This is an optimization exercise on Yosys and OpenROAD, whose aim is small area, a short achievable clock period and few clock cycles, not a production implementation. Function was checked by simulation only, so behaviour that the tests miss may differ from the original. No activity file was given, so power comes from the tool's default toggle rates.

==> flow/design.v (outline; a module is shown in full before it is edited, if it fits) <==
// module md5: 756 lines
module md5(
    input clk,
    input reset,
    input [0:8*8-1] input_num,
    input input_valid,
    output  [0:128-1] output_hash,
    output  output_valid
);
  // ...
==> flow/flow/run.sh <==
#!/bin/bash
# The standard layout (the standard.sh, with its standard synthesis), except that
# the input and output ports are buffered with sky130_fd_sc_hd__buf_1 instead of the
# larger cell buffer_ports picks by default. Every port still gets its own buffer.
set -euo pipefail
cd "$(dirname "${BASH_SOURCE[0]}")/.."
bash standard.sh "BUFFER_PORTS_ARGS=-buffer_cell sky130_fd_sc_hd__buf_1" finish > flow_make.log 2>&1
==> flow/standard.sh <==
#!/bin/bash
# synth_recipe.tcl (not shown) runs the flow's synth.tcl, then flattens the netlist and writes it again
# the make line also repeats each setting of config.mk as NAME=value (left out here)
make -C /OpenROAD-flow-scripts/flow DESIGN_CONFIG=/design/flow/config.mk WORK_HOME=/design/flow/orfs CLKGATE_MAP_FILE= SYNTH_SCRIPT=/design/flow/synth_recipe.tcl "${@:-finish}"
==> flow/config.mk <==
export PLATFORM = sky130hd
export DESIGN_NAME = md5
export DESIGN_NICKNAME = md5
export VERILOG_FILES = /design/flow/design.v
export SDC_FILE = /design/flow/constraint.sdc
export NUM_CORES = 4
export LEC_CHECK = 0
export ABC_AREA = 1
export CAP_MARGIN = 20
export CORE_MARGIN = 2
export CORE_UTILIZATION = 55
export CTS_BUF_LIST = sky130_fd_sc_hd__clkbuf_8
export SETUP_SLACK_MARGIN = 3.5
export SLEW_MARGIN = 20
export TNS_END_PERCENT = 0
==> flow/constraint.sdc <==
create_clock -name core_clock -period 8.5 [get_ports {clk}]
set_input_delay 1.7000 -clock core_clock [delete_from_list [all_inputs] [get_ports {clk}]]
set_output_delay 1.7000 -clock core_clock [all_outputs]
set_load 0.01 [all_outputs]
==> summary.md, run 1 <==
The run finished with no timing, DRC or antenna violations. The proportion of layout cells with a drive suffix above 1 is 9.53%, and the CTS buffer count is 46. The net switching power figure was 4.86 mW. Counting cells, the worst reg-to-reg path comes to 17.

The worst path needs 4980 ps of the cycle, external delays included. Most used routing layer in global routing: met2. The layout has 246 buffers outside the clock class.

After routing the design area is 25000 sq um. The height of the die is 204 microns. For the final database, setup skew stands at 48.5 ps. STA puts the critical path data required time at 8920 ps.

The tools report the via count of the first global-routing pass as 24300. The later-pin clock latency in the skew report came out at 690 ps. The tree is rooted in a clkbuf_8. The share of the synthesized area in compound gates (AO/OA/AOI/OAI) was 19.3%. In the global route stage, met2 resource usage came out at 73.9%. In this run the number of H-tree levels came out at 2.

The post-route DRC violation count is 0, and the least setup slack across all paths after layout is 3520 ps. The startpoint of the lowest-slack hold path was c[20]. The share of synthesized area in the top cell type comes to 15.7%.

The cell area after technology mapping is 22100 sq um. The sequential cell fraction of total power came out at 24.3%. The critical path buffer and inverter count is 3, and the number of sequential cells in the layout is 269. In this run the worst hold path is classified as reg -> reg.

The share of cell area taken by flip-flops and latches came out at 25.7%. The filler cells instantiated in the layout total 3443. Cell count of the worst hold path: 2. For this run, the total global-route usage over all layers was measured as 48.2%.

The synthesized netlist devotes 2.54% of its cell area to XOR and XNOR gates. Summed over all nets, wire length on met2 after detailed routing comes to 44800 microns.
Testbench counts, summed over its fixed seeds: cycles 55,200.
==> module md5, before the edit <==
module md5(
    input clk,
    input reset,
    input [0:8*8-1] input_num,
    input input_valid,
    output  [0:128-1] output_hash,
    output  output_valid
);
localparam [31:0] H0 = 32'h67452301;
localparam [31:0] H1 = 32'hefcdab89;
localparam [31:0] H2 = 32'h98badcfe;
localparam [31:0] H3 = 32'h10325476;
reg [31:0] ap, b, c, d;
reg [31:0] m0, m1;
reg [6:0] cnt;
reg pre, vld;
reg [31:0] u, v;
wire [31:0] w0 = {input_num[8*3+:8], input_num[8*2+:8], input_num[8*1+:8], input_num[8*0+:8]};
wire [31:0] w1 = {input_num[8*7+:8], input_num[8*6+:8], input_num[8*5+:8], input_num[8*4+:8]};
wire run = ~pre & ~vld;
wire rnd = run & ~cnt[6];
wire fin = run & cnt[6];
wire [31:0] f = (b & u) | (~b & v);
wire [31:0] t = ap + f;
reg [3:0] lo;
always @(*) begin
    case ({cnt[5:4], cnt[1:0]})
        4'd0, 4'd1, 4'd2, 4'd11: lo = 4'b1000;
        4'd3, 4'd9, 4'd10, 4'd12: lo = 4'b0100;
        4'd4, 4'd13, 4'd14, 4'd15: lo = 4'b0010;
        default: lo = 4'b0001;
    endcase
end
wire [3:0] hi = {4{rnd}} & (4'd1 << cnt[1:0]);
wire [31:0] t4 = {t[27:0], t[31:28]};
wire [31:0] tl = ({32{lo[0]}} & t4)
               | ({32{lo[1]}} & {t4[30:0], t4[31]})
               | ({32{lo[2]}} & {t4[29:0], t4[31:30]})
               | ({32{lo[3]}} & {t4[28:0], t4[31:29]});
wire [31:0] x = ({32{hi[0]}} & tl)
              | ({32{hi[1]}} & {tl[26:0], tl[31:27]})
              | ({32{hi[2]}} & {tl[21:0], tl[31:22]})
              | ({32{hi[3]}} & {tl[15:0], tl[31:16]});
wire [31:0] y = fin ? ap : (pre ? H1 : b);
wire [31:0] bn = y + x;
wire [31:0] kr;
wire kr_new_n39, kr_new_n40, kr_new_n41, kr_new_n42, kr_new_n43, kr_new_n44, kr_new_n45, kr_new_n46;
wire kr_new_n47, kr_new_n48, kr_new_n49, kr_new_n50, kr_new_n51, kr_new_n52, kr_new_n53, kr_new_n54;
wire kr_new_n55, kr_new_n56, kr_new_n57, kr_new_n58, kr_new_n59, kr_new_n60, kr_new_n61, kr_new_n62;
wire kr_new_n63, kr_new_n64, kr_new_n65, kr_new_n66, kr_new_n67, kr_new_n68, kr_new_n69, kr_new_n70;
wire kr_new_n71, kr_new_n72, kr_new_n73, kr_new_n74, kr_new_n75, kr_new_n76, kr_new_n77, kr_new_n78;
wire kr_new_n79, kr_new_n80, kr_new_n81, kr_new_n83, kr_new_n84, kr_new_n85, kr_new_n86, kr_new_n87;
wire kr_new_n88, kr_new_n89, kr_new_n90, kr_new_n91, kr_new_n92, kr_new_n93, kr_new_n94, kr_new_n95;
wire kr_new_n96, kr_new_n97, kr_new_n98, kr_new_n99, kr_new_n100, kr_new_n101, kr_new_n102, kr_new_n103;
wire kr_new_n104, kr_new_n105, kr_new_n106, kr_new_n107, kr_new_n108, kr_new_n109, kr_new_n110, kr_new_n111;
wire kr_new_n112, kr_new_n113, kr_new_n114, kr_new_n115, kr_new_n116, kr_new_n117, kr_new_n118, kr_new_n119;
wire kr_new_n120, kr_new_n121, kr_new_n123, kr_new_n124, kr_new_n125, kr_new_n126, kr_new_n127, kr_new_n128;
wire kr_new_n129, kr_new_n130, kr_new_n131, kr_new_n132, kr_new_n133, kr_new_n134, kr_new_n135, kr_new_n136;
wire kr_new_n137, kr_new_n138, kr_new_n139, kr_new_n140, kr_new_n141, kr_new_n142, kr_new_n143, kr_new_n144;
wire kr_new_n145, kr_new_n146, kr_new_n147, kr_new_n148, kr_new_n149, kr_new_n151, kr_new_n152, kr_new_n153;
wire kr_new_n154, kr_new_n155, kr_new_n156, kr_new_n157, kr_new_n158, kr_new_n159, kr_new_n160, kr_new_n161;
wire kr_new_n162, kr_new_n163, kr_new_n164, kr_new_n165, kr_new_n166, kr_new_n167, kr_new_n168, kr_new_n169;
wire kr_new_n170, kr_new_n171, kr_new_n172, kr_new_n173, kr_new_n175, kr_new_n176, kr_new_n177, kr_new_n178;
wire kr_new_n179, kr_new_n180, kr_new_n181, kr_new_n182, kr_new_n183, kr_new_n184, kr_new_n185, kr_new_n186;
wire kr_new_n187, kr_new_n188, kr_new_n189, kr_new_n190, kr_new_n191, kr_new_n192, kr_new_n193, kr_new_n194;
wire kr_new_n195, kr_new_n196, kr_new_n197, kr_new_n198, kr_new_n199, kr_new_n201, kr_new_n202, kr_new_n203;
wire kr_new_n204, kr_new_n205, kr_new_n206, kr_new_n207, kr_new_n208, kr_new_n209, kr_new_n210, kr_new_n211;
wire kr_new_n212, kr_new_n213, kr_new_n214, kr_new_n215, kr_new_n216, kr_new_n217, kr_new_n218, kr_new_n219;
wire kr_new_n220, kr_new_n221, kr_new_n222, kr_new_n223, kr_new_n224, kr_new_n225, kr_new_n226, kr_new_n227;
wire kr_new_n229, kr_new_n230, kr_new_n231, kr_new_n232, kr_new_n233, kr_new_n234, kr_new_n235, kr_new_n236;
wire kr_new_n237, kr_new_n238, kr_new_n239, kr_new_n240, kr_new_n241, kr_new_n242, kr_new_n243, kr_new_n244;
wire kr_new_n245, kr_new_n246, kr_new_n247, kr_new_n248, kr_new_n249, kr_new_n250, kr_new_n251, kr_new_n252;
wire kr_new_n253, kr_new_n255, kr_new_n256, kr_new_n257, kr_new_n258, kr_new_n259, kr_new_n260, kr_new_n261;
wire kr_new_n262, kr_new_n263, kr_new_n264, kr_new_n265, kr_new_n266, kr_new_n267, kr_new_n268, kr_new_n269;
wire kr_new_n270, kr_new_n271, kr_new_n272, kr_new_n273, kr_new_n274, kr_new_n275, kr_new_n276, kr_new_n277;
wire kr_new_n278, kr_new_n279, kr_new_n280, kr_new_n282, kr_new_n283, kr_new_n284, kr_new_n285, kr_new_n286;
wire kr_new_n287, kr_new_n288, kr_new_n289, kr_new_n290, kr_new_n291, kr_new_n292, kr_new_n293, kr_new_n294;
wire kr_new_n295, kr_new_n296, kr_new_n297, kr_new_n298, kr_new_n299, kr_new_n300, kr_new_n301, kr_new_n302;
wire kr_new_n303, kr_new_n304, kr_new_n305, kr_new_n306, kr_new_n307, kr_new_n308, kr_new_n309, kr_new_n310;
wire kr_new_n311, kr_new_n312, kr_new_n313, kr_new_n314, kr_new_n316, kr_new_n317, kr_new_n318, kr_new_n319;
wire kr_new_n320, kr_new_n321, kr_new_n322, kr_new_n323, kr_new_n324, kr_new_n325, kr_new_n326, kr_new_n327;
wire kr_new_n328, kr_new_n329, kr_new_n330, kr_new_n331, kr_new_n333, kr_new_n334, kr_new_n335, kr_new_n336;
wire kr_new_n337, kr_new_n338, kr_new_n339, kr_new_n340, kr_new_n341, kr_new_n342, kr_new_n343, kr_new_n344;
wire kr_new_n345, kr_new_n346, kr_new_n347, kr_new_n348, kr_new_n349, kr_new_n351, kr_new_n352, kr_new_n353;
wire kr_new_n354, kr_new_n355, kr_new_n356, kr_new_n357, kr_new_n358, kr_new_n359, kr_new_n360, kr_new_n361;
wire kr_new_n362, kr_new_n363, kr_new_n364, kr_new_n365, kr_new_n366, kr_new_n367, kr_new_n368, kr_new_n370;
wire kr_new_n371, kr_new_n372, kr_new_n373, kr_new_n374, kr_new_n375, kr_new_n376, kr_new_n377, kr_new_n378;
wire kr_new_n379, kr_new_n380, kr_new_n381, kr_new_n382, kr_new_n383, kr_new_n385, kr_new_n386, kr_new_n387;
wire kr_new_n388, kr_new_n389, kr_new_n390, kr_new_n391, kr_new_n392, kr_new_n393, kr_new_n394, kr_new_n395;
wire kr_new_n396, kr_new_n397, kr_new_n399, kr_new_n400, kr_new_n401, kr_new_n402, kr_new_n403, kr_new_n404;
wire kr_new_n405, kr_new_n406, kr_new_n407, kr_new_n408, kr_new_n409, kr_new_n410, kr_new_n411, kr_new_n412;
wire kr_new_n413, kr_new_n415, kr_new_n416, kr_new_n417, kr_new_n418, kr_new_n419, kr_new_n420, kr_new_n421;
wire kr_new_n422, kr_new_n423, kr_new_n424, kr_new_n425, kr_new_n426, kr_new_n427, kr_new_n429, kr_new_n430;
wire kr_new_n431, kr_new_n432, kr_new_n433, kr_new_n434, kr_new_n435, kr_new_n436, kr_new_n437, kr_new_n438;
wire kr_new_n439, kr_new_n441, kr_new_n442, kr_new_n443, kr_new_n444, kr_new_n445, kr_new_n446, kr_new_n447;
wire kr_new_n448, kr_new_n449, kr_new_n450, kr_new_n451, kr_new_n453, kr_new_n454, kr_new_n455, kr_new_n456;
wire kr_new_n457, kr_new_n458, kr_new_n459, kr_new_n460, kr_new_n461, kr_new_n463, kr_new_n464, kr_new_n465;
wire kr_new_n466, kr_new_n467, kr_new_n468, kr_new_n469, kr_new_n470, kr_new_n471, kr_new_n472, kr_new_n473;
wire kr_new_n474, kr_new_n475, kr_new_n476, kr_new_n477, kr_new_n479, kr_new_n480, kr_new_n481, kr_new_n482;
wire kr_new_n483, kr_new_n484, kr_new_n485, kr_new_n486, kr_new_n487, kr_new_n488, kr_new_n489, kr_new_n490;
wire kr_new_n492, kr_new_n493, kr_new_n494, kr_new_n495, kr_new_n496, kr_new_n497, kr_new_n498, kr_new_n499;
wire kr_new_n500, kr_new_n501, kr_new_n503, kr_new_n504, kr_new_n505, kr_new_n506, kr_new_n507, kr_new_n508;
wire kr_new_n509, kr_new_n510, kr_new_n511, kr_new_n512, kr_new_n513, kr_new_n514, kr_new_n515, kr_new_n516;
wire kr_new_n517, kr_new_n519, kr_new_n520, kr_new_n521, kr_new_n522, kr_new_n523, kr_new_n524, kr_new_n525;
wire kr_new_n526, kr_new_n527, kr_new_n528, kr_new_n529, kr_new_n531, kr_new_n532, kr_new_n533, kr_new_n534;
wire kr_new_n535, kr_new_n536, kr_new_n537, kr_new_n538, kr_new_n539, kr_new_n540, kr_new_n542, kr_new_n543;
wire kr_new_n544, kr_new_n545, kr_new_n546, kr_new_n547, kr_new_n548, kr_new_n549, kr_new_n550, kr_new_n551;
wire kr_new_n552, kr_new_n553, kr_new_n555, kr_new_n556, kr_new_n557, kr_new_n558, kr_new_n559, kr_new_n560;
wire kr_new_n561, kr_new_n563, kr_new_n564, kr_new_n565, kr_new_n566, kr_new_n567, kr_new_n568, kr_new_n569;
wire kr_new_n570, kr_new_n571, kr_new_n572, kr_new_n573, kr_new_n574, kr_new_n575, kr_new_n576, kr_new_n577;
wire kr_new_n578, kr_new_n579, kr_new_n580, kr_new_n582, kr_new_n584, kr_new_n585, kr_new_n586, kr_new_n587;
wire kr_new_n588, kr_new_n589, kr_new_n590, kr_new_n591, kr_new_n592, kr_new_n593, kr_new_n594, kr_new_n595;
wire kr_new_n597, kr_new_n598, kr_new_n599, kr_new_n600, kr_new_n601, kr_new_n602, kr_new_n603, kr_new_n604;
wire kr_new_n605, kr_new_n606, kr_new_n607, kr_new_n608, kr_new_n609, kr_new_n610, kr_new_n611, kr_new_n612;
wire kr_new_n614, kr_new_n615;
assign kr_new_n39 = (cnt[2] & cnt[0]);
assign kr_new_n40 = (cnt[3] & kr_new_n39);
assign kr_new_n41 = (~cnt[1] & kr_new_n40);
assign kr_new_n42 = (~cnt[2] & ~cnt[0]);
assign kr_new_n43 = (~cnt[3] & ~cnt[1]);
assign kr_new_n44 = (kr_new_n42 & kr_new_n43);
assign kr_new_n45 = (cnt[5] & kr_new_n44);
assign kr_new_n46 = (~kr_new_n41 & ~kr_new_n45);
assign kr_new_n47 = (cnt[4] & ~kr_new_n46);
assign kr_new_n48 = (~cnt[2] & cnt[1]);
assign kr_new_n49 = (cnt[5] & cnt[3]);
assign kr_new_n50 = (~cnt[0] & kr_new_n49);
assign kr_new_n51 = (kr_new_n48 & kr_new_n50);
assign kr_new_n52 = (~cnt[3] & cnt[1]);
assign kr_new_n53 = (kr_new_n39 & kr_new_n52);
assign kr_new_n54 = (~kr_new_n51 & ~kr_new_n53);
assign kr_new_n55 = (cnt[5] & ~cnt[1]);
assign kr_new_n56 = (kr_new_n40 & kr_new_n55);
assign kr_new_n57 = (cnt[3] & cnt[1]);
assign kr_new_n58 = (~cnt[0] & kr_new_n57);
assign kr_new_n59 = (cnt[4] & ~cnt[2]);
assign kr_new_n60 = (kr_new_n58 & kr_new_n59);
assign kr_new_n61 = (~kr_new_n56 & ~kr_new_n60);
assign kr_new_n62 = (kr_new_n54 & kr_new_n61);
assign kr_new_n63 = (~kr_new_n47 & kr_new_n62);
assign kr_new_n64 = (~kr_new_n39 & ~kr_new_n42);
assign kr_new_n65 = (~cnt[5] & ~cnt[3]);
assign kr_new_n66 = (cnt[4] & ~kr_new_n65);
assign kr_new_n67 = (~cnt[5] & cnt[3]);
assign kr_new_n68 = (cnt[1] & kr_new_n67);
assign kr_new_n69 = (~kr_new_n43 & ~kr_new_n68);
assign kr_new_n70 = (~kr_new_n66 & ~kr_new_n69);
assign kr_new_n71 = (kr_new_n64 & kr_new_n70);
assign kr_new_n72 = (~cnt[5] & cnt[1]);
assign kr_new_n73 = (~kr_new_n55 & ~kr_new_n72);
assign kr_new_n74 = (kr_new_n40 & kr_new_n73);
assign kr_new_n75 = (cnt[5] & ~cnt[3]);
assign kr_new_n76 = (cnt[1] & kr_new_n75);
assign kr_new_n77 = (~cnt[2] & kr_new_n76);
assign kr_new_n78 = (~kr_new_n74 & ~kr_new_n77);
assign kr_new_n79 = (cnt[4] & cnt[0]);
assign kr_new_n80 = (~kr_new_n78 & kr_new_n79);
assign kr_new_n81 = (~kr_new_n71 & ~kr_new_n80);
assign kr[31] = (kr_new_n63 & kr_new_n81);
assign kr_new_n83 = (~cnt[1] & kr_new_n65);
assign kr_new_n84 = (~cnt[2] & cnt[0]);
assign kr_new_n85 = (kr_new_n83 & kr_new_n84);
assign kr_new_n86 = (~cnt[4] & ~cnt[2]);
assign kr_new_n87 = (~cnt[0] & kr_new_n86);
assign kr_new_n88 = (~kr_new_n85 & ~kr_new_n87);
assign kr_new_n89 = (cnt[5] & ~cnt[4]);
assign kr_new_n90 = (~cnt[0] & ~kr_new_n89);
assign kr_new_n91 = (~kr_new_n59 & kr_new_n90);
assign kr_new_n92 = (~cnt[5] & cnt[4]);
assign kr_new_n93 = (kr_new_n43 & ~kr_new_n92);
assign kr_new_n94 = (kr_new_n91 & kr_new_n93);
assign kr_new_n95 = (~kr_new_n48 & kr_new_n49);
assign kr_new_n96 = (~kr_new_n65 & ~kr_new_n95);
assign kr_new_n97 = (kr_new_n42 & ~kr_new_n96);
assign kr_new_n98 = (~kr_new_n40 & ~kr_new_n76);
assign kr_new_n99 = (~cnt[4] & ~kr_new_n98);
assign kr_new_n100 = (~kr_new_n97 & ~kr_new_n99);
assign kr_new_n101 = (~kr_new_n94 & kr_new_n100);
assign kr_new_n102 = (~kr_new_n88 & kr_new_n101);
assign kr_new_n103 = (~cnt[0] & kr_new_n75);
assign kr_new_n104 = (kr_new_n65 & kr_new_n79);
assign kr_new_n105 = (~kr_new_n103 & ~kr_new_n104);
assign kr_new_n106 = (cnt[2] & cnt[1]);
assign kr_new_n107 = (~kr_new_n105 & kr_new_n106);
assign kr_new_n108 = (~cnt[4] & cnt[0]);
assign kr_new_n109 = (kr_new_n76 & kr_new_n108);
assign kr_new_n110 = (~kr_new_n56 & ~kr_new_n109);
assign kr_new_n111 = (~kr_new_n107 & kr_new_n110);
assign kr_new_n112 = (kr_new_n64 & kr_new_n66);
assign kr_new_n113 = (~kr_new_n73 & kr_new_n112);
assign kr_new_n114 = (cnt[2] & ~cnt[1]);
assign kr_new_n115 = (~cnt[5] & kr_new_n108);
assign kr_new_n116 = (cnt[4] & ~cnt[0]);
assign kr_new_n117 = (~cnt[3] & kr_new_n116);
assign kr_new_n118 = (~kr_new_n115 & ~kr_new_n117);
assign kr_new_n119 = (kr_new_n114 & ~kr_new_n118);
assign kr_new_n120 = (~kr_new_n113 & ~kr_new_n119);
assign kr_new_n121 = (kr_new_n111 & kr_new_n120);
assign kr[30] = (~kr_new_n102 & kr_new_n121);
assign kr_new_n123 = (cnt[0] & kr_new_n89);
assign kr_new_n124 = (cnt[3] & kr_new_n123);
assign kr_new_n125 = (~kr_new_n103 & ~kr_new_n124);
assign kr_new_n126 = (kr_new_n89 & kr_new_n106);
assign kr_new_n127 = (cnt[0] & kr_new_n59);
assign kr_new_n128 = (kr_new_n65 & kr_new_n127);
assign kr_new_n129 = (~kr_new_n126 & ~kr_new_n128);
assign kr_new_n130 = (~kr_new_n64 & ~kr_new_n92);
assign kr_new_n131 = (kr_new_n52 & kr_new_n130);
assign kr_new_n132 = (kr_new_n129 & ~kr_new_n131);
assign kr_new_n133 = (~kr_new_n125 & kr_new_n132);
assign kr_new_n134 = (~cnt[4] & ~cnt[3]);
assign kr_new_n135 = (kr_new_n114 & kr_new_n134);
assign kr_new_n136 = (kr_new_n72 & kr_new_n86);
assign kr_new_n137 = (kr_new_n67 & ~kr_new_n114);
assign kr_new_n138 = (~kr_new_n136 & ~kr_new_n137);
assign kr_new_n139 = (~kr_new_n135 & kr_new_n138);
assign kr_new_n140 = (~cnt[0] & ~kr_new_n139);
assign kr_new_n141 = (cnt[2] & ~cnt[0]);
assign kr_new_n142 = (cnt[4] & kr_new_n141);
assign kr_new_n143 = (kr_new_n58 & ~kr_new_n142);
assign kr_new_n144 = (~cnt[1] & kr_new_n117);
assign kr_new_n145 = (~kr_new_n48 & ~kr_new_n114);
assign kr_new_n146 = (kr_new_n104 & ~kr_new_n145);
assign kr_new_n147 = (~kr_new_n144 & ~kr_new_n146);
assign kr_new_n148 = (~kr_new_n143 & kr_new_n147);
assign kr_new_n149 = (~kr_new_n140 & kr_new_n148);
assign kr[29] = (~kr_new_n133 & kr_new_n149);
assign kr_new_n151 = (cnt[1] & kr_new_n39);
assign kr_new_n152 = (~cnt[1] & kr_new_n64);
assign kr_new_n153 = (~kr_new_n151 & ~kr_new_n152);
assign kr_new_n154 = (kr_new_n67 & ~kr_new_n153);
assign kr_new_n155 = (cnt[0] & kr_new_n48);
assign kr_new_n156 = (~cnt[1] & kr_new_n116);
assign kr_new_n157 = (~kr_new_n155 & ~kr_new_n156);
assign kr_new_n158 = (kr_new_n49 & ~kr_new_n157);
assign kr_new_n159 = (kr_new_n114 & kr_new_n123);
assign kr_new_n160 = (~kr_new_n124 & ~kr_new_n159);
assign kr_new_n161 = (~kr_new_n158 & kr_new_n160);
assign kr_new_n162 = (~cnt[3] & cnt[2]);
assign kr_new_n163 = (kr_new_n79 & kr_new_n162);
assign kr_new_n164 = (~cnt[1] & kr_new_n163);
assign kr_new_n165 = (kr_new_n42 & kr_new_n76);
assign kr_new_n166 = (~kr_new_n164 & ~kr_new_n165);
assign kr_new_n167 = (kr_new_n106 & kr_new_n134);
assign kr_new_n168 = (~cnt[0] & kr_new_n167);
assign kr_new_n169 = (kr_new_n72 & kr_new_n84);
assign kr_new_n170 = (~cnt[3] & kr_new_n169);
assign kr_new_n171 = (~kr_new_n168 & ~kr_new_n170);
assign kr_new_n172 = (kr_new_n166 & kr_new_n171);
assign kr_new_n173 = (kr_new_n161 & kr_new_n172);
assign kr[28] = ~((~kr_new_n154 & kr_new_n173));
assign kr_new_n175 = (~cnt[2] & ~cnt[1]);
assign kr_new_n176 = (~cnt[5] & ~cnt[0]);
assign kr_new_n177 = (kr_new_n175 & kr_new_n176);
assign kr_new_n178 = (~kr_new_n67 & ~kr_new_n177);
assign kr_new_n179 = (kr_new_n86 & ~kr_new_n178);
assign kr_new_n180 = (kr_new_n48 & ~kr_new_n79);
assign kr_new_n181 = (~kr_new_n89 & kr_new_n180);
assign kr_new_n182 = (~kr_new_n86 & kr_new_n178);
assign kr_new_n183 = (kr_new_n181 & kr_new_n182);
assign kr_new_n184 = (~kr_new_n179 & ~kr_new_n183);
assign kr_new_n185 = (~kr_new_n56 & ~kr_new_n167);
assign kr_new_n186 = (kr_new_n39 & kr_new_n83);
assign kr_new_n187 = (~cnt[4] & cnt[3]);
assign kr_new_n188 = (kr_new_n155 & kr_new_n187);
assign kr_new_n189 = (~kr_new_n186 & ~kr_new_n188);
assign kr_new_n190 = (kr_new_n185 & kr_new_n189);
assign kr_new_n191 = (kr_new_n166 & kr_new_n190);
assign kr_new_n192 = (kr_new_n42 & kr_new_n55);
assign kr_new_n193 = (kr_new_n72 & kr_new_n79);
assign kr_new_n194 = (~kr_new_n192 & ~kr_new_n193);
assign kr_new_n195 = (~kr_new_n91 & kr_new_n194);
assign kr_new_n196 = (cnt[3] & ~kr_new_n195);
assign kr_new_n197 = (kr_new_n75 & ~kr_new_n153);
assign kr_new_n198 = (~kr_new_n196 & ~kr_new_n197);
assign kr_new_n199 = (kr_new_n191 & kr_new_n198);
assign kr[27] = ~((kr_new_n184 & kr_new_n199));
assign kr_new_n201 = (~cnt[4] & ~cnt[0]);
assign kr_new_n202 = (kr_new_n75 & kr_new_n152);
assign kr_new_n203 = (~kr_new_n68 & ~kr_new_n202);
assign kr_new_n204 = (kr_new_n201 & ~kr_new_n203);
assign kr_new_n205 = (~cnt[4] & ~cnt[1]);
assign kr_new_n206 = (kr_new_n42 & kr_new_n205);
assign kr_new_n207 = (cnt[3] & kr_new_n206);
assign kr_new_n208 = (kr_new_n55 & kr_new_n127);
assign kr_new_n209 = (~kr_new_n177 & ~kr_new_n208);
assign kr_new_n210 = (~kr_new_n207 & kr_new_n209);
assign kr_new_n211 = (kr_new_n106 & ~kr_new_n201);
assign kr_new_n212 = (~kr_new_n50 & ~kr_new_n134);
assign kr_new_n213 = (kr_new_n211 & ~kr_new_n212);
assign kr_new_n214 = (cnt[4] & cnt[3]);
assign kr_new_n215 = (cnt[0] & kr_new_n55);
assign kr_new_n216 = (kr_new_n214 & kr_new_n215);
assign kr_new_n217 = (~kr_new_n188 & ~kr_new_n216);
assign kr_new_n218 = (~kr_new_n213 & kr_new_n217);
assign kr_new_n219 = (kr_new_n64 & ~kr_new_n156);
assign kr_new_n220 = (kr_new_n65 & ~kr_new_n219);
assign kr_new_n221 = (kr_new_n43 & kr_new_n59);
assign kr_new_n222 = (~kr_new_n155 & ~kr_new_n221);
assign kr_new_n223 = (~kr_new_n67 & ~kr_new_n156);
assign kr_new_n224 = (~kr_new_n222 & ~kr_new_n223);
assign kr_new_n225 = (~kr_new_n220 & ~kr_new_n224);
assign kr_new_n226 = (kr_new_n218 & kr_new_n225);
assign kr_new_n227 = (kr_new_n210 & kr_new_n226);
assign kr[26] = (~kr_new_n204 & kr_new_n227);
assign kr_new_n229 = (~kr_new_n43 & ~kr_new_n75);
assign kr_new_n230 = (kr_new_n48 & kr_new_n79);
assign kr_new_n231 = (~kr_new_n142 & ~kr_new_n230);
assign kr_new_n232 = (~kr_new_n229 & ~kr_new_n231);
assign kr_new_n233 = (~kr_new_n142 & kr_new_n229);
assign kr_new_n234 = (~kr_new_n232 & ~kr_new_n233);
assign kr_new_n235 = (~kr_new_n75 & ~kr_new_n201);
assign kr_new_n236 = (cnt[1] & ~kr_new_n235);
assign kr_new_n237 = (~kr_new_n234 & kr_new_n236);
assign kr_new_n238 = (cnt[3] & kr_new_n84);
assign kr_new_n239 = (kr_new_n92 & kr_new_n238);
assign kr_new_n240 = (~kr_new_n123 & ~kr_new_n239);
assign kr_new_n241 = (cnt[3] & kr_new_n156);
assign kr_new_n242 = (kr_new_n240 & ~kr_new_n241);
assign kr_new_n243 = (cnt[0] & ~kr_new_n205);
assign kr_new_n244 = (~kr_new_n64 & ~kr_new_n243);
assign kr_new_n245 = (~kr_new_n242 & ~kr_new_n244);
assign kr_new_n246 = (~cnt[5] & kr_new_n162);
assign kr_new_n247 = (~kr_new_n177 & ~kr_new_n246);
assign kr_new_n248 = (kr_new_n176 & kr_new_n247);
assign kr_new_n249 = (kr_new_n65 & ~kr_new_n141);
assign kr_new_n250 = (~kr_new_n127 & kr_new_n249);
assign kr_new_n251 = (~kr_new_n77 & ~kr_new_n250);
assign kr_new_n252 = (~kr_new_n248 & kr_new_n251);
assign kr_new_n253 = (~kr_new_n245 & kr_new_n252);
assign kr[25] = (~kr_new_n237 & kr_new_n253);
assign kr_new_n255 = (cnt[4] & kr_new_n49);
assign kr_new_n256 = (cnt[0] & kr_new_n255);
assign kr_new_n257 = (kr_new_n114 & kr_new_n256);
assign kr_new_n258 = (kr_new_n129 & ~kr_new_n257);
assign kr_new_n259 = (cnt[0] & ~kr_new_n92);
assign kr_new_n260 = (~cnt[2] & ~kr_new_n259);
assign kr_new_n261 = (~kr_new_n72 & ~kr_new_n201);
assign kr_new_n262 = (~kr_new_n156 & kr_new_n261);
assign kr_new_n263 = (kr_new_n260 & kr_new_n262);
assign kr_new_n264 = (cnt[0] & ~kr_new_n49);
assign kr_new_n265 = (~kr_new_n50 & ~kr_new_n264);
assign kr_new_n266 = (kr_new_n244 & ~kr_new_n265);
assign kr_new_n267 = (~kr_new_n263 & ~kr_new_n266);
assign kr_new_n268 = (kr_new_n258 & kr_new_n267);
assign kr_new_n269 = (~cnt[5] & kr_new_n156);
assign kr_new_n270 = (cnt[1] & kr_new_n40);
assign kr_new_n271 = (~kr_new_n269 & ~kr_new_n270);
assign kr_new_n272 = (cnt[2] & ~kr_new_n79);
assign kr_new_n273 = (~kr_new_n271 & kr_new_n272);
assign kr_new_n274 = (cnt[0] & ~kr_new_n175);
assign kr_new_n275 = (cnt[5] & kr_new_n187);
assign kr_new_n276 = (~kr_new_n274 & kr_new_n275);
assign kr_new_n277 = (kr_new_n83 & ~kr_new_n141);
assign kr_new_n278 = (~kr_new_n109 & ~kr_new_n277);
assign kr_new_n279 = (~kr_new_n276 & kr_new_n278);
assign kr_new_n280 = (~kr_new_n273 & kr_new_n279);
assign kr[24] = (kr_new_n268 & kr_new_n280);
assign kr_new_n282 = (cnt[0] & ~kr_new_n65);
assign kr_new_n283 = (kr_new_n48 & ~kr_new_n282);
assign kr_new_n284 = (kr_new_n72 & kr_new_n116);
assign kr_new_n285 = (cnt[5] & cnt[4]);
assign kr_new_n286 = (kr_new_n39 & kr_new_n285);
assign kr_new_n287 = (kr_new_n141 & kr_new_n214);
assign kr_new_n288 = (~kr_new_n286 & ~kr_new_n287);
assign kr_new_n289 = (~kr_new_n284 & kr_new_n288);
assign kr_new_n290 = (~kr_new_n283 & kr_new_n289);
assign kr_new_n291 = (~kr_new_n49 & ~kr_new_n290);
assign kr_new_n292 = (~cnt[4] & kr_new_n141);
assign kr_new_n293 = (~kr_new_n155 & ~kr_new_n292);
assign kr_new_n294 = (~kr_new_n124 & ~kr_new_n135);
assign kr_new_n295 = (~kr_new_n293 & ~kr_new_n294);
assign kr_new_n296 = (~kr_new_n41 & ~kr_new_n207);
assign kr_new_n297 = (~kr_new_n295 & kr_new_n296);
assign kr_new_n298 = (~kr_new_n291 & kr_new_n297);
assign kr_new_n299 = (kr_new_n67 & ~kr_new_n156);
assign kr_new_n300 = (~kr_new_n298 & kr_new_n299);
assign kr_new_n301 = (kr_new_n156 & kr_new_n298);
assign kr_new_n302 = (kr_new_n215 & ~kr_new_n238);
assign kr_new_n303 = (~cnt[3] & kr_new_n127);
assign kr_new_n304 = (kr_new_n46 & ~kr_new_n303);
assign kr_new_n305 = (~kr_new_n302 & ~kr_new_n304);
assign kr_new_n306 = (~kr_new_n59 & ~kr_new_n270);
assign kr_new_n307 = (kr_new_n49 & ~kr_new_n306);
assign kr_new_n308 = (~kr_new_n48 & kr_new_n115);
assign kr_new_n309 = (kr_new_n70 & kr_new_n308);
assign kr_new_n310 = (~kr_new_n103 & ~kr_new_n171);
assign kr_new_n311 = (~kr_new_n309 & ~kr_new_n310);
assign kr_new_n312 = (~kr_new_n307 & kr_new_n311);
assign kr_new_n313 = (~kr_new_n305 & kr_new_n312);
assign kr_new_n314 = (~kr_new_n301 & kr_new_n313);
assign kr[23] = (~kr_new_n300 & kr_new_n314);
assign kr_new_n316 = (~kr_new_n58 & ~kr_new_n76);
assign kr_new_n317 = (kr_new_n176 & kr_new_n205);
assign kr_new_n318 = (~kr_new_n123 & ~kr_new_n317);
assign kr_new_n319 = (kr_new_n316 & kr_new_n318);
assign kr_new_n320 = (cnt[2] & ~kr_new_n319);
assign kr_new_n321 = (~kr_new_n186 & ~kr_new_n320);
assign kr_new_n322 = (kr_new_n229 & kr_new_n260);
assign kr_new_n323 = (~kr_new_n299 & kr_new_n322);
assign kr_new_n324 = (~kr_new_n75 & ~kr_new_n106);
assign kr_new_n325 = (~kr_new_n68 & kr_new_n324);
assign kr_new_n326 = (kr_new_n108 & ~kr_new_n325);
assign kr_new_n327 = (kr_new_n43 & kr_new_n108);
assign kr_new_n328 = (~kr_new_n274 & kr_new_n285);
assign kr_new_n329 = (~kr_new_n327 & ~kr_new_n328);
assign kr_new_n330 = (~kr_new_n326 & kr_new_n329);
assign kr_new_n331 = (~kr_new_n323 & kr_new_n330);
assign kr[22] = (kr_new_n321 & kr_new_n331);
assign kr_new_n333 = (~kr_new_n48 & kr_new_n89);
assign kr_new_n334 = (~kr_new_n64 & kr_new_n333);
assign kr_new_n335 = (cnt[1] & ~kr_new_n334);
assign kr_new_n336 = (~kr_new_n108 & ~kr_new_n116);
assign kr_new_n337 = (~cnt[3] & ~kr_new_n115);
assign kr_new_n338 = (~kr_new_n336 & ~kr_new_n337);
assign kr_new_n339 = (~kr_new_n335 & kr_new_n338);
assign kr_new_n340 = (~kr_new_n126 & ~kr_new_n274);
assign kr_new_n341 = (~kr_new_n259 & ~kr_new_n340);
assign kr_new_n342 = (~cnt[3] & kr_new_n48);
assign kr_new_n343 = (~kr_new_n285 & kr_new_n342);
assign kr_new_n344 = (~kr_new_n159 & ~kr_new_n343);
assign kr_new_n345 = (kr_new_n68 & kr_new_n141);
assign kr_new_n346 = (~kr_new_n163 & ~kr_new_n192);
assign kr_new_n347 = (~kr_new_n345 & kr_new_n346);
assign kr_new_n348 = (kr_new_n344 & kr_new_n347);
assign kr_new_n349 = (~kr_new_n341 & kr_new_n348);
assign kr[21] = ~((~kr_new_n339 & kr_new_n349));
assign kr_new_n351 = (~kr_new_n151 & ~kr_new_n292);
assign kr_new_n352 = (kr_new_n65 & ~kr_new_n351);
assign kr_new_n353 = (kr_new_n40 & kr_new_n89);
assign kr_new_n354 = (~kr_new_n144 & ~kr_new_n207);
assign kr_new_n355 = (~kr_new_n353 & kr_new_n354);
assign kr_new_n356 = (~kr_new_n352 & kr_new_n355);
assign kr_new_n357 = (cnt[4] & ~kr_new_n49);
assign kr_new_n358 = (cnt[2] & ~kr_new_n72);
assign kr_new_n359 = (~kr_new_n169 & ~kr_new_n358);
assign kr_new_n360 = (~kr_new_n345 & kr_new_n359);
assign kr_new_n361 = (kr_new_n357 & ~kr_new_n360);
assign kr_new_n362 = (~kr_new_n42 & ~kr_new_n145);
assign kr_new_n363 = (~cnt[4] & kr_new_n83);
assign kr_new_n364 = (kr_new_n48 & kr_new_n89);
assign kr_new_n365 = (~kr_new_n49 & ~kr_new_n364);
assign kr_new_n366 = (~kr_new_n363 & kr_new_n365);
assign kr_new_n367 = (~kr_new_n362 & ~kr_new_n366);
assign kr_new_n368 = (~kr_new_n361 & ~kr_new_n367);
assign kr[20] = (kr_new_n356 & kr_new_n368);
assign kr_new_n370 = (~kr_new_n65 & ~kr_new_n205);
assign kr_new_n371 = (~kr_new_n134 & ~kr_new_n370);
assign kr_new_n372 = (~cnt[5] & kr_new_n292);
assign kr_new_n373 = (~kr_new_n238 & ~kr_new_n372);
assign kr_new_n374 = (~kr_new_n83 & kr_new_n373);
assign kr_new_n375 = (~kr_new_n371 & ~kr_new_n374);
assign kr_new_n376 = (~cnt[3] & kr_new_n284);
assign kr_new_n377 = (~kr_new_n206 & ~kr_new_n256);
assign kr_new_n378 = (~kr_new_n376 & kr_new_n377);
assign kr_new_n379 = (kr_new_n219 & kr_new_n328);
assign kr_new_n380 = (~kr_new_n56 & ~kr_new_n165);
assign kr_new_n381 = (kr_new_n247 & kr_new_n380);
assign kr_new_n382 = (~kr_new_n379 & kr_new_n381);
assign kr_new_n383 = (kr_new_n378 & kr_new_n382);
assign kr[19] = (~kr_new_n375 & kr_new_n383);
assign kr_new_n385 = (~kr[30] & kr_new_n363);
assign kr_new_n386 = (kr_new_n48 & kr_new_n66);
assign kr_new_n387 = (~kr_new_n334 & ~kr_new_n386);
assign kr_new_n388 = (kr_new_n54 & kr_new_n387);
assign kr_new_n389 = (~kr_new_n186 & ~kr_new_n224);
assign kr_new_n390 = (kr_new_n92 & kr_new_n106);
assign kr_new_n391 = (kr_new_n238 & kr_new_n285);
assign kr_new_n392 = (~kr_new_n390 & ~kr_new_n391);
assign kr_new_n393 = (~kr_new_n50 & ~kr_new_n187);
assign kr_new_n394 = (kr_new_n114 & ~kr_new_n393);
assign kr_new_n395 = (kr_new_n392 & ~kr_new_n394);
assign kr_new_n396 = (kr_new_n389 & kr_new_n395);
assign kr_new_n397 = (kr_new_n388 & kr_new_n396);
assign kr[18] = (~kr_new_n385 & kr_new_n397);
assign kr_new_n399 = (kr_new_n141 & ~kr_new_n261);
assign kr_new_n400 = (kr_new_n184 & ~kr_new_n399);
assign kr_new_n401 = (~cnt[3] & ~kr_new_n400);
assign kr_new_n402 = (~kr_new_n230 & ~kr_new_n287);
assign kr_new_n403 = (kr_new_n67 & kr_new_n116);
assign kr_new_n404 = (kr_new_n49 & kr_new_n114);
assign kr_new_n405 = (~kr_new_n403 & ~kr_new_n404);
assign kr_new_n406 = (kr_new_n402 & kr_new_n405);
assign kr_new_n407 = (~kr_new_n109 & kr_new_n406);
assign kr_new_n408 = (cnt[2] & ~kr_new_n73);
assign kr_new_n409 = (kr_new_n282 & kr_new_n408);
assign kr_new_n410 = (kr_new_n84 & kr_new_n371);
assign kr_new_n411 = (~kr_new_n409 & ~kr_new_n410);
assign kr_new_n412 = (kr_new_n407 & kr_new_n411);
assign kr_new_n413 = (~kr_new_n47 & kr_new_n412);
assign kr[17] = ~((~kr_new_n401 & kr_new_n413));
assign kr_new_n415 = (kr_new_n114 & ~kr_new_n125);
assign kr_new_n416 = (~kr_new_n130 & kr_new_n180);
assign kr_new_n417 = (kr_new_n65 & kr_new_n108);
assign kr_new_n418 = (~kr_new_n58 & ~kr_new_n221);
assign kr_new_n419 = (~kr_new_n417 & kr_new_n418);
assign kr_new_n420 = (~kr_new_n416 & kr_new_n419);
assign kr_new_n421 = (kr_new_n67 & ~kr_new_n201);
assign kr_new_n422 = (~kr_new_n223 & ~kr_new_n421);
assign kr_new_n423 = (~kr_new_n49 & kr_new_n106);
assign kr_new_n424 = (~kr_new_n89 & kr_new_n423);
assign kr_new_n425 = (~kr_new_n371 & kr_new_n424);
assign kr_new_n426 = (~kr_new_n422 & ~kr_new_n425);
assign kr_new_n427 = (kr_new_n420 & kr_new_n426);
assign kr[16] = (~kr_new_n415 & kr_new_n427);
assign kr_new_n429 = (kr_new_n116 & kr[29]);
assign kr_new_n430 = (kr_new_n48 & ~kr_new_n240);
assign kr_new_n431 = (cnt[5] & kr_new_n114);
assign kr_new_n432 = (kr_new_n240 & kr_new_n431);
assign kr_new_n433 = (kr_new_n162 & ~kr_new_n261);
assign kr_new_n434 = (kr_new_n86 & kr_new_n176);
assign kr_new_n435 = (~kr_new_n44 & ~kr_new_n434);
assign kr_new_n436 = (~kr_new_n164 & kr_new_n435);
assign kr_new_n437 = (~kr_new_n433 & kr_new_n436);
assign kr_new_n438 = (~kr_new_n432 & kr_new_n437);
assign kr_new_n439 = (~kr_new_n430 & kr_new_n438);
assign kr[15] = ~((~kr_new_n429 & kr_new_n439));
assign kr_new_n441 = (~cnt[4] & kr_new_n72);
assign kr_new_n442 = (~kr_new_n42 & ~kr_new_n441);
assign kr_new_n443 = (~cnt[4] & kr_new_n137);
assign kr_new_n444 = (~kr_new_n39 & ~kr_new_n443);
assign kr_new_n445 = (kr_new_n73 & ~kr_new_n444);
assign kr_new_n446 = (kr_new_n134 & kr_new_n362);
assign kr_new_n447 = (kr_new_n95 & ~kr_new_n205);
assign kr_new_n448 = (~kr_new_n221 & ~kr_new_n434);
assign kr_new_n449 = (~kr_new_n447 & kr_new_n448);
assign kr_new_n450 = (~kr_new_n446 & kr_new_n449);
assign kr_new_n451 = (kr_new_n378 & kr_new_n450);
assign kr[9] = ~((~kr_new_n445 & kr_new_n451));
assign kr_new_n453 = (~kr_new_n442 & ~kr[9]);
assign kr_new_n454 = (~kr_new_n276 & ~kr_new_n303);
assign kr_new_n455 = (kr_new_n55 & ~kr_new_n454);
assign kr_new_n456 = (~cnt[1] & kr_new_n214);
assign kr_new_n457 = (~kr_new_n44 & ~kr_new_n456);
assign kr_new_n458 = (~cnt[5] & ~kr_new_n457);
assign kr_new_n459 = (kr_new_n171 & kr_new_n271);
assign kr_new_n460 = (~kr_new_n458 & kr_new_n459);
assign kr_new_n461 = (~kr_new_n455 & kr_new_n460);
assign kr[14] = (~kr_new_n453 & kr_new_n461);
assign kr_new_n463 = (~kr_new_n141 & ~kr_new_n214);
assign kr_new_n464 = (~kr_new_n90 & ~kr_new_n463);
assign kr_new_n465 = (~kr_new_n446 & ~kr_new_n464);
assign kr_new_n466 = (~cnt[1] & ~kr_new_n465);
assign kr_new_n467 = (~kr_new_n114 & ~kr_new_n342);
assign kr_new_n468 = (cnt[5] & ~kr_new_n116);
assign kr_new_n469 = (~kr_new_n64 & ~kr_new_n468);
assign kr_new_n470 = (~kr_new_n467 & kr_new_n469);
assign kr_new_n471 = (cnt[3] & ~kr_new_n470);
assign kr_new_n472 = (~kr_new_n234 & ~kr_new_n471);
assign kr_new_n473 = (~kr_new_n128 & ~kr_new_n137);
assign kr_new_n474 = (kr_new_n261 & ~kr_new_n473);
assign kr_new_n475 = (~kr_new_n58 & ~kr_new_n188);
assign kr_new_n476 = (~kr_new_n474 & kr_new_n475);
assign kr_new_n477 = (~kr_new_n472 & kr_new_n476);
assign kr[13] = (~kr_new_n466 & kr_new_n477);
assign kr_new_n479 = (cnt[0] & kr_new_n92);
assign kr_new_n480 = (~kr[25] & kr_new_n479);
assign kr_new_n481 = (kr_new_n176 & kr_new_n456);
assign kr_new_n482 = (~kr_new_n345 & ~kr_new_n481);
assign kr_new_n483 = (~kr_new_n202 & kr_new_n482);
assign kr_new_n484 = (~kr_new_n446 & ~kr_new_n470);
assign kr_new_n485 = (~kr_new_n92 & kr_new_n270);
assign kr_new_n486 = (~kr_new_n50 & ~kr_new_n214);
assign kr_new_n487 = (kr_new_n175 & ~kr_new_n486);
assign kr_new_n488 = (~kr_new_n485 & ~kr_new_n487);
assign kr_new_n489 = (kr_new_n484 & kr_new_n488);
assign kr_new_n490 = (kr_new_n483 & kr_new_n489);
assign kr[12] = (~kr_new_n480 & kr_new_n490);
assign kr_new_n492 = (kr_new_n103 & kr_new_n388);
assign kr_new_n493 = (~kr_new_n53 & ~kr_new_n390);
assign kr_new_n494 = (~kr_new_n474 & kr_new_n493);
assign kr_new_n495 = (~kr_new_n230 & ~kr_new_n345);
assign kr_new_n496 = (~kr_new_n65 & ~kr_new_n495);
assign kr_new_n497 = (~kr_new_n342 & ~kr_new_n431);
assign kr_new_n498 = (~kr_new_n51 & kr_new_n497);
assign kr_new_n499 = (~cnt[4] & ~kr_new_n498);
assign kr_new_n500 = (~kr_new_n496 & ~kr_new_n499);
assign kr_new_n501 = (kr_new_n494 & kr_new_n500);
assign kr[11] = ~((~kr_new_n492 & kr_new_n501));
assign kr_new_n503 = (kr_new_n162 & ~kr_new_n336);
assign kr_new_n504 = (kr_new_n121 & kr_new_n503);
assign kr_new_n505 = (~kr_new_n188 & ~kr_new_n303);
assign kr_new_n506 = (kr_new_n175 & kr_new_n259);
assign kr_new_n507 = (~cnt[4] & cnt[1]);
assign kr_new_n508 = (~kr_new_n175 & ~kr_new_n507);
assign kr_new_n509 = (kr_new_n50 & kr_new_n508);
assign kr_new_n510 = (~kr_new_n506 & ~kr_new_n509);
assign kr_new_n511 = (kr_new_n505 & kr_new_n510);
assign kr_new_n512 = (kr_new_n67 & ~kr_new_n293);
assign kr_new_n513 = (~kr_new_n40 & ~kr_new_n177);
assign kr_new_n514 = (cnt[4] & ~kr_new_n513);
assign kr_new_n515 = (kr_new_n78 & ~kr_new_n514);
assign kr_new_n516 = (~kr_new_n512 & kr_new_n515);
assign kr_new_n517 = (kr_new_n511 & kr_new_n516);
assign kr[10] = (~kr_new_n504 & kr_new_n517);
assign kr_new_n519 = (kr_new_n43 & ~kr_new_n321);
assign kr_new_n520 = (~kr_new_n162 & kr_new_n201);
assign kr_new_n521 = (~kr_new_n324 & kr_new_n520);
assign kr_new_n522 = (~kr_new_n519 & ~kr_new_n521);
assign kr_new_n523 = (~kr_new_n123 & ~kr_new_n522);
assign kr_new_n524 = (kr_new_n114 & kr_new_n357);
assign kr_new_n525 = (~kr_new_n43 & kr_new_n123);
assign kr_new_n526 = (~kr_new_n403 & ~kr_new_n525);
assign kr_new_n527 = (~kr_new_n524 & kr_new_n526);
assign kr_new_n528 = (~kr_new_n158 & kr_new_n527);
assign kr_new_n529 = (kr_new_n132 & kr_new_n528);
assign kr[8] = (~kr_new_n523 & kr_new_n529);
assign kr_new_n531 = (~kr_new_n286 & ~kr_new_n327);
assign kr_new_n532 = (~kr_new_n364 & kr_new_n531);
assign kr_new_n533 = (~kr_new_n165 & kr_new_n532);
assign kr_new_n534 = (kr_new_n217 & kr_new_n271);
assign kr_new_n535 = (~kr_new_n287 & ~kr_new_n423);
assign kr_new_n536 = (~kr_new_n211 & ~kr_new_n535);
assign kr_new_n537 = (~kr_new_n83 & ~kr_new_n193);
assign kr_new_n538 = (~kr_new_n39 & ~kr_new_n537);
assign kr_new_n539 = (~kr_new_n536 & ~kr_new_n538);
assign kr_new_n540 = (kr_new_n534 & kr_new_n539);
assign kr[7] = (kr_new_n533 & kr_new_n540);
assign kr_new_n542 = (kr_new_n118 & kr_new_n393);
assign kr_new_n543 = (kr_new_n48 & ~kr_new_n542);
assign kr_new_n544 = (~kr_new_n175 & kr_new_n255);
assign kr_new_n545 = (~kr_new_n186 & ~kr_new_n544);
assign kr_new_n546 = (kr_new_n57 & kr_new_n142);
assign kr_new_n547 = (~cnt[1] & kr_new_n103);
assign kr_new_n548 = (~kr_new_n546 & ~kr_new_n547);
assign kr_new_n549 = (kr_new_n545 & kr_new_n548);
assign kr_new_n550 = (kr_new_n175 & ~kr_new_n285);
assign kr_new_n551 = (kr_new_n96 & kr_new_n550);
assign kr_new_n552 = (kr_new_n373 & ~kr_new_n551);
assign kr_new_n553 = (kr_new_n549 & kr_new_n552);
assign kr[6] = (~kr_new_n543 & kr_new_n553);
assign kr_new_n555 = (~kr_new_n181 & ~kr_new_n302);
assign kr_new_n556 = (~kr_new_n443 & kr_new_n555);
assign kr_new_n557 = (kr_new_n229 & ~kr_new_n346);
assign kr_new_n558 = (~kr_new_n89 & ~kr_new_n456);
assign kr_new_n559 = (kr_new_n141 & ~kr_new_n558);
assign kr_new_n560 = (~kr_new_n557 & ~kr_new_n559);
assign kr_new_n561 = (kr_new_n556 & kr_new_n560);
assign kr[5] = ~((~kr_new_n295 & kr_new_n561));
assign kr_new_n563 = (kr[27] & kr_new_n308);
assign kr_new_n564 = (~kr_new_n188 & kr_new_n296);
assign kr_new_n565 = (cnt[5] & ~kr_new_n564);
assign kr_new_n566 = (~kr_new_n128 & ~kr_new_n216);
assign kr_new_n567 = (kr_new_n66 & kr_new_n114);
assign kr_new_n568 = (~cnt[4] & ~kr_new_n106);
assign kr_new_n569 = (kr_new_n103 & ~kr_new_n568);
assign kr_new_n570 = (~kr_new_n567 & ~kr_new_n569);
assign kr_new_n571 = (kr_new_n566 & kr_new_n570);
assign kr_new_n572 = (kr_new_n68 & kr_new_n87);
assign kr_new_n573 = (~kr_new_n481 & ~kr_new_n572);
assign kr_new_n574 = (kr_new_n90 & kr_new_n358);
assign kr_new_n575 = (~kr_new_n363 & kr_new_n574);
assign kr_new_n576 = (kr_new_n363 & ~kr_new_n574);
assign kr_new_n577 = (~kr_new_n575 & ~kr_new_n576);
assign kr_new_n578 = (kr_new_n573 & kr_new_n577);
assign kr_new_n579 = (kr_new_n571 & kr_new_n578);
assign kr_new_n580 = (~kr_new_n565 & kr_new_n579);
assign kr[4] = ~((~kr_new_n563 & kr_new_n580));
assign kr_new_n582 = (~kr_new_n114 & kr_new_n417);
assign kr[3] = ~((kr_new_n298 & ~kr_new_n582));
assign kr_new_n584 = (kr_new_n49 & kr_new_n152);
assign kr_new_n585 = (~kr_new_n170 & ~kr_new_n434);
assign kr_new_n586 = (~kr_new_n584 & kr_new_n585);
assign kr_new_n587 = (kr_new_n67 & kr_new_n244);
assign kr_new_n588 = (~kr_new_n163 & ~kr_new_n221);
assign kr_new_n589 = (~kr_new_n83 & ~kr_new_n588);
assign kr_new_n590 = (~kr_new_n587 & ~kr_new_n589);
assign kr_new_n591 = (kr_new_n586 & kr_new_n590);
assign kr_new_n592 = (~kr_new_n240 & ~kr_new_n568);
assign kr_new_n593 = (~kr_new_n276 & ~kr_new_n343);
assign kr_new_n594 = (~kr_new_n371 & ~kr_new_n593);
assign kr_new_n595 = (~kr_new_n592 & ~kr_new_n594);
assign kr[2] = ~((kr_new_n591 & kr_new_n595));
assign kr_new_n597 = (~kr_new_n163 & ~kr_new_n421);
assign kr_new_n598 = (kr_new_n145 & ~kr_new_n597);
assign kr_new_n599 = (cnt[5] & kr_new_n230);
assign kr_new_n600 = (~kr_new_n598 & ~kr_new_n599);
assign kr_new_n601 = (~kr_new_n86 & ~kr_new_n600);
assign kr_new_n602 = (cnt[5] & kr_new_n221);
assign kr_new_n603 = (~kr_new_n136 & ~kr_new_n317);
assign kr_new_n604 = (~kr_new_n207 & kr_new_n603);
assign kr_new_n605 = (~kr_new_n602 & kr_new_n604);
assign kr_new_n606 = (~kr_new_n119 & ~kr_new_n257);
assign kr_new_n607 = (kr_new_n108 & kr_new_n145);
assign kr_new_n608 = (~kr_new_n229 & kr_new_n607);
assign kr_new_n609 = (kr_new_n180 & kr_new_n371);
assign kr_new_n610 = (~kr_new_n608 & ~kr_new_n609);
assign kr_new_n611 = (kr_new_n606 & kr_new_n610);
assign kr_new_n612 = (kr_new_n605 & kr_new_n611);
assign kr[1] = ~((~kr_new_n601 & kr_new_n612));
assign kr_new_n614 = (~kr_new_n326 & kr_new_n392);
assign kr_new_n615 = (kr_new_n573 & kr_new_n614);
assign kr[0] = (kr_new_n101 & kr_new_n615);
reg [31:0] kc;
always @(*) begin
    if (pre) kc = 32'h2e7d7303;
    else if (!cnt[6]) kc = kr;
    else case (cnt[1:0])
        2'd0: kc = H3;
        2'd1: kc = H2;
        default: kc = H1;
    endcase
end
wire s0 = cnt == 7'd18 || cnt == 7'd40 || cnt == 7'd47;
wire s1 = cnt == 7'd0 || cnt == 7'd15 || cnt == 7'd35 || cnt == 7'd54;
wire [31:0] ms = pre ? w0 : (({32{s0}} & m0) | ({32{s1}} & m1));
wire [31:0] pn = d + kc + ms;
always @(posedge clk) begin
    if (reset) begin
        pre <= 1'b1;
        vld <= 1'b0;
        cnt <= 7'd0;
    end else if (pre) begin
        if (input_valid) pre <= 1'b0;
    end else if (!vld) begin
        cnt <= cnt + 7'd1;
        if (cnt == 7'd66) vld <= 1'b1;
    end
end
wire [1:0] gn = cnt[5:4] + {1'b0, &cnt[3:0]};
always @(posedge clk) begin
    if (pre) begin
        u <= H2;
        v <= H3;
    end else begin
        case (gn)
            2'd0: begin u <= b;        v <= c; end
            2'd1: begin u <= b | c;    v <= b & ~c; end
            2'd2: begin u <= ~(b ^ c); v <= b ^ c; end
            default: begin u <= ~b;    v <= ~(b ^ c); end
        endcase
    end
end
always @(posedge clk) begin
    b <= bn;
    if (!vld) ap <= pn;
    if (reset || pre) begin
        c <= H2;
        d <= H3;
    end else if (!vld) begin
        c <= b;
        d <= c;
    end
end
always @(posedge clk) begin
    if (input_valid) begin
        m0 <= w0;
        m1 <= w1;
    end
end
assign output_valid = vld;
assign output_hash = {d[7:0], d[15:8], d[23:16], d[31:24],
                      ap[7:0], ap[15:8], ap[23:16], ap[31:24],
                      b[7:0], b[15:8], b[23:16], b[31:24],
                      c[7:0], c[15:8], c[23:16], c[31:24]};
endmodule
==> run 2, diff against run 1 <==
--- a/flow/design.v
+++ b/flow/design.v
@@ -705,7 +705,27 @@
 wire s0 = cnt == 7'd18 || cnt == 7'd40 || cnt == 7'd47;
 wire s1 = cnt == 7'd0 || cnt == 7'd15 || cnt == 7'd35 || cnt == 7'd54;
 wire [31:0] ms = pre ? w0 : (({32{s0}} & m0) | ({32{s1}} & m1));
-wire [31:0] pn = d + kc + ms;
+wire [31:0] cs = d ^ kc ^ ms;
+wire [31:0] cc = {(d[30:0] & kc[30:0]) | (d[30:0] & ms[30:0]) | (kc[30:0] & ms[30:0]), 1'b0};
+reg [31:0] pg, pp;
+integer l, j;
+always @(*) begin
+    pg = cs & cc;
+    pp = cs ^ cc;
+    for (l = 0; l < 5; l = l + 1)
+        for (j = 0; j < 32; j = j + 1)
+            if (((j + 1) % (1 << (l + 1))) == 0) begin
+                pg[j] = pg[j] | (pp[j] & pg[j - (1 << l)]);
+                pp[j] = pp[j] & pp[j - (1 << l)];
+            end
+    for (l = 3; l >= 0; l = l - 1)
+        for (j = 0; j < 32; j = j + 1)
+            if (((j + 1) % (1 << (l + 1))) == (1 << l) && j >= (1 << (l + 1))) begin
+                pg[j] = pg[j] | (pp[j] & pg[j - (1 << l)]);
+                pp[j] = pp[j] & pp[j - (1 << l)];
+            end
+end
+wire [31:0] pn = cs ^ cc ^ {pg[30:0], 1'b0};
 always @(posedge clk) begin
     if (reset) begin
         pre <= 1'b1;
==> flow/config.mk (replaced) <==
export PLATFORM = sky130hd
export DESIGN_NAME = md5
export DESIGN_NICKNAME = md5
export VERILOG_FILES = /design/flow/design.v
export SDC_FILE = /design/flow/constraint.sdc
export NUM_CORES = 4
export LEC_CHECK = 0
export CAP_MARGIN = 20
export CORE_MARGIN = 2
export CORE_UTILIZATION = 55
export SETUP_SLACK_MARGIN = 3
export SLEW_MARGIN = 20
==> run 2 against run 1 <==
Net effect:
- sequential share of layout area decreased by 0.79 points
- via count decreased by 12%
- non-clock buffer count increased by 102
- clock power increased by 12%
- flip-flop and latch count unchanged
- register-to-register slack got worse by 990 ps
- routed wire length decreased by 15%
- core utilization increased by 5.0 points
- critical path depth increased by 6
- critical endpoint is now b[29]
==> summary.md, run 2 <==
The flow ran to the end and the layout has no timing, DRC or antenna violations. The number of clock sinks seen by CTS is 269 (unchanged). The tools report the yosys synthesis warning count as 1 (unchanged). The tools report the nature of the critical path startpoint as a register (unchanged).

The share of the clock period used by the worst path after layout is 70.3% (was 58.6%). The slew of the pin with the lowest slew margin is 968 ps (was 1120 ps). The cell count after placement is 3161 (was 3812).

Main flop type after synthesis: dfxtp_1 (unchanged). The number of endpoints failing setup at the final stage was 0 (unchanged). For the maximum buffer depth of the clock tree, the log shows 3 (unchanged).

The required time of the worst setup path is 8940 ps (was 8920 ps), and the share of the synthesized area in compound gates (AO/OA/AOI/OAI) is 27.3% (was 19.3%). The xor/xnor share of the synthesized area works out to 3.34% (was 2.54%). Cell area after technology mapping: 21200 sq um (was 22100 sq um). The average wire per cell in the routed design is 26.4 microns (was 26.3 microns). The clock transition at the register clock pins on the worst setup and hold paths after CTS works out to 60 ps (was 70 ps). The share of async-settable or async-resettable flops after synthesis was 0% (unchanged). Initial DRC count: 3236 (was 4132). The via count of the first global-routing pass is 21100 (was 24300). The run gives 40200 sq um (was 41700 sq um) as the die area.

The shortest period the worst path allows came out at 5970 ps (was 4980 ps). Delay of the slowest cell on the worst path: 470 ps (was 540 ps). The count of final hold-check violations was 0 (unchanged); the number of flops mapped to enable cells by yosys was 96 (unchanged). The logs give 560 ps (was 690 ps) for the later-pin clock latency in the skew report and 22700 (was 25800) for the total vias in the final route. The number of standard cells in the layout, taps in and fillers out is 3327 (was 3928), and the area fraction in and, or, nand and nor cells after synthesis is 14.8% (was 26.7%).

The class of the worst hold path is reg -> reg (unchanged). The areal power density over the cells is 366 nW/um^2 (was 357 nW/um^2). The tools report the total routing usage reported by global routing as 41.3% (was 48.2%).

The category of the most critical setup path was reg -> reg (unchanged). The tools report the starting density of the core as 56.1% (was 55.6%). For the post-synthesis net count, the log shows 2877 (was 3471). The root buffer cell was clkbuf_16 (was clkbuf_8).

The most common library cell in the layout ignoring fill and taps was nand2_1 (unchanged). The run gives 34 (was 46) as the CTS buffer count. The headroom to the max-slew limit is 34.8% (was 25.5%), and the area share of the largest cell type after synthesis is 16.3% (was 15.7%). The critical-path maximum fanout works out to 4 (was 24).

The run gives 19.5 ps (was 48.5 ps) as the final setup skew. The number of max-capacitance violations reported is 0 (unchanged). The synthesized area per cell was 8.23 sq um (was 6.91 sq um). Final antenna diode count: 0 (was 2). The run gives 0 (unchanged) as the number of pins exceeding their max-slew limit in the final report. The total number of nets in the final design was 3087 (was 3643). Setup repair after global routing could not meet its margin everywhere. The sequential fraction of the synthesis area came out at 29.9% (was 28.8%).

The first-pass detailed-route iteration total is 10 (was 12). The cell at the slowest stage of the critical path was a2111o_1 (was o21ai_0). The number of antenna violations at the first check in global routing is 0 (was 4). The highest ir drop seen on vdd is 0.000191 V (was 0.000179 V). The quantity of I/O buffers inserted on ports was 195 (unchanged); the level count of the clock H-tree was 2 (unchanged). The tools report the setup TNS after final layout as 0 ps (unchanged). Crit path cell chain: mux2_4 -> ha_4 -> fa_2 -> a21o_1 -> a221oi_2 -> or3_4 -> a31oi_1 -> a2111o_1 -> a222oi_1 -> a21boi_4 -> o22ai_1 -> or3_4 -> ha_4 -> nand2_4 -> o31ai_4 -> o31ai_4 -> o21ai_4 -> a311oi_2 -> o21ai_1 -> a21oi_2 -> o21a_1 -> o31a_1 -> o211a_1 (was buf_8 -> ha_1 -> inv_1 -> o21ai_0 -> nor3_1 -> and3_1 -> o21ai_0 -> fa_1 -> ha_1 -> nand2_1 -> nor2_1 -> inv_1 -> nor3_1 -> nand2_1 -> o21ai_1 -> a31oi_1 -> xnor2_1). The number of vias per cell is 6.83 (was 6.56).

Commonest cells after routing, fill and taps aside: 280 x nand2_1, 249 x nor2_1, 194 x buf_1, 169 x a21oi_1, 155 x o21ai_0 (was 741 x nand2_1, 400 x inv_1, 254 x a21oi_1, 252 x nor2_1, 209 x o21ai_0). The logs give 0 (unchanged) for the post-route DRC violation count and 0 (unchanged) for the overall overflow remaining after global route. The die span in x was 201 microns (was 204 microns); the detailed-route wire length was 87800 microns (was 103000 microns). List of most frequent post-synthesis cells: 285 x nand2_1, 265 x nor2_1, 199 x a21oi_1 (was 754 x nand2_1, 394 x inv_1, 267 x a21oi_1, 267 x nor2_1, 218 x o21ai_0). The mux contribution to synthesized area works out to 3.58% (was 0.0511%). The proportion of layout cells with a drive suffix above 1 is 17.0% (was 9.53%). For the area of the placeable core, the log shows 37800 sq um (was 39600 sq um). The number of library cell types mapped by synthesis came out at 74 (was 63). Synth top area cells: dfxtp_1 16%, edfxtp_1 14%, ha_1 11%, nand2_1 5.0%, a21oi_1 4.7% (was dfxtp_1 16%, edfxtp_1 13%, nand2_1 13%, ha_1 10%, inv_1 6.7%).

The maximum achievable frequency is 167 MHz (was 201 MHz), and the height of the die is 201 microns (was 204 microns). The most area-hungry cell type in the Yosys netlist is dfxtp_1 (unchanged). The combinational family with the most area after synthesis is compound AO/OA/AOI/OAI gates (was simple AND/OR/NAND/NOR gates).

The run gives 77 (was 70) as the largest net degree at the start of global routing. Gate count after technology mapping: 2582 (was 3191). The flip-flop and latch count after synthesis came out at 269 (unchanged).

The leakage power figure is 10.4 nW (was 11.5 nW). The residual antenna-violating net count after detailed routing was 0 (unchanged); the placer congestion estimate was 1.10 (was 1.13). The synthesized-area fraction occupied by adder cells is 15.1% (was 13.2%), and the first-pass GRT wire length is 129000 microns (was 149000 microns). The tools report the I/O pin total as 196 (unchanged).

The number of standard-cell rows in the floorplan is 71 (was 73). Most used standard cell by instance count after synthesis: nand2_1 (unchanged). The detailed-placement wirelength estimate was 61100 microns (was 77700 microns).

The run gives 6420 ps (was 5410 ps) as the endpoint arrival time on the critical path. TritonCTS built the clock tree. The sort of element at the end of the critical path is a register (unchanged). Layout overhead on the synthesized area: 21.1% (was 13.2%).
## run 2: cell types whose count changed after synthesis, moves of 40 or more
cell      change
a211oi_1     +54
a21oi_1      -68
clkbuf_1     +64
inv_1       -235
mux2i_1      +40
nand2_1     -469
nand3_1     -157
xnor2_1      +40
## run 2: layer usage
| layer | share of wire, % | global-route usage, % | up-vias | wire (microns) |
|---|---|---|---|---|
| met2 | 43 | 63.7 | 1536 | 38000 |
| met5 | 0 | 0 | - | 0 |
| met3 | 11 | 7.82 | 396 | 9640 |
| li1 | - | - | 9869 | - |
| met4 | 7.1 | 23.8 | 0 | 6190 |
| met1 | 39 | 54.5 | 10900 | 33900 |
## run 2: cell families after synthesis
family,count (synthesis)
AO/OA/AOI/OAI,865
AND/OR/NAND/NOR,731
buffers and inverters,336
flip-flops,269
adder cells (fa/ha/maj),228
XOR/XNOR,81
multiplexers,72
## run 2: what timing repair did
action                     CTS  global route
gates cloned                 2             2
hold buffers                 0             0
buffers inserted            50            52
setup endpoints to repair   41            35
pin swaps                   49            90
gates resized for setup    139           157
## run 2: area by class of cell
class	instances	area (sq um)
clock inverter	17	156
clock buffer	43	946
fill	3066	12100
multi-input combinational	1977	14900
inverter	161	623
timing repair buffer	348	2060
timing repair inverter	1	5.00
tap	511	639
sequential	269	6420
## run 2: per-stage QoR
stage	instance area (sq um)	total power, mW	hold slack [ps]	utilization (%)	worst slack (ps)
after floorplan	21400	5.13	510	-	2960
after global placement	22500	6.39	482	59.5	1690
after detailed placement	22500	6.52	491	59.5	1750
after CTS	24600	8.56	505	65.1	2670
after global routing	25700	9.86	544	68.0	2350
final	25700	9.42	506	68.0	2530
## run 2: where the power goes
| group | leakage (nW) | total (mW) | switching (mW) | internal (mW) |
|---|---|---|---|---|
| sequential | 2.40 | 2.08 | 0.434 | 1.64 |
| clock | 0.533 | 1.46 | 0.631 | 0.829 |
| combinational | 7.44 | 5.88 | 3.38 | 2.50 |
## run 2: worst max-delay path, delay by kind of cell (launching register included)
kind	cells	cell delay, ps
flip-flops	1	350
AND/OR/NAND/NOR	3	690
adder cells (fa/ha/maj)	3	820
AO/OA/AOI/OAI	16	3680
multiplexers	1	320
## run 2: path summary, 6_finish.rpt
| kind | slack, ps | end | cells after the start | start |
|---|---|---|---|---|
| worst min register to register | 510 | c[21] | 2 | c[21] |
| worst max-delay path | 2530 | b[29] | 23 | b[0] |
| worst min-delay path | 510 | c[21] | 2 | c[21] |
| worst max register to register | 2530 | b[29] | 23 | b[0] |
Testbench counts of run 2, summed over its fixed seeds: cycles 55,200.

[afterwards: timing with drivers on the ports]
No port has a modelled driver above. Below, the same layouts with a new extraction and two added sets of constraints. Step 1 assumes that a clkbuf_16 drives the clock port and a buf_2 every other input. Step 2 moves the port delays by t, midway between the first and last clock arrival at a register: inputs arrive t later, outputs are due t later. That takes back most of the time a late clock gives input paths. Three values: ideal ports, drivers, drivers and shift; two values: the first two.
| run | t (ns) | setup slack, ns | hold slack, ns | cell pins on the clock port's net |
|---|---|---|---|---|
| run 1 | 0.726 | 3.519 / 3.519 / 3.519 | 0.518 / 0.518 / 0.518 | 1 |
| run 2 | 0.615 | 2.526 / 2.526 / 2.526 | 0.506 / 0.506 / 0.506 | 1 |
After both steps every run listed still meets setup and hold.
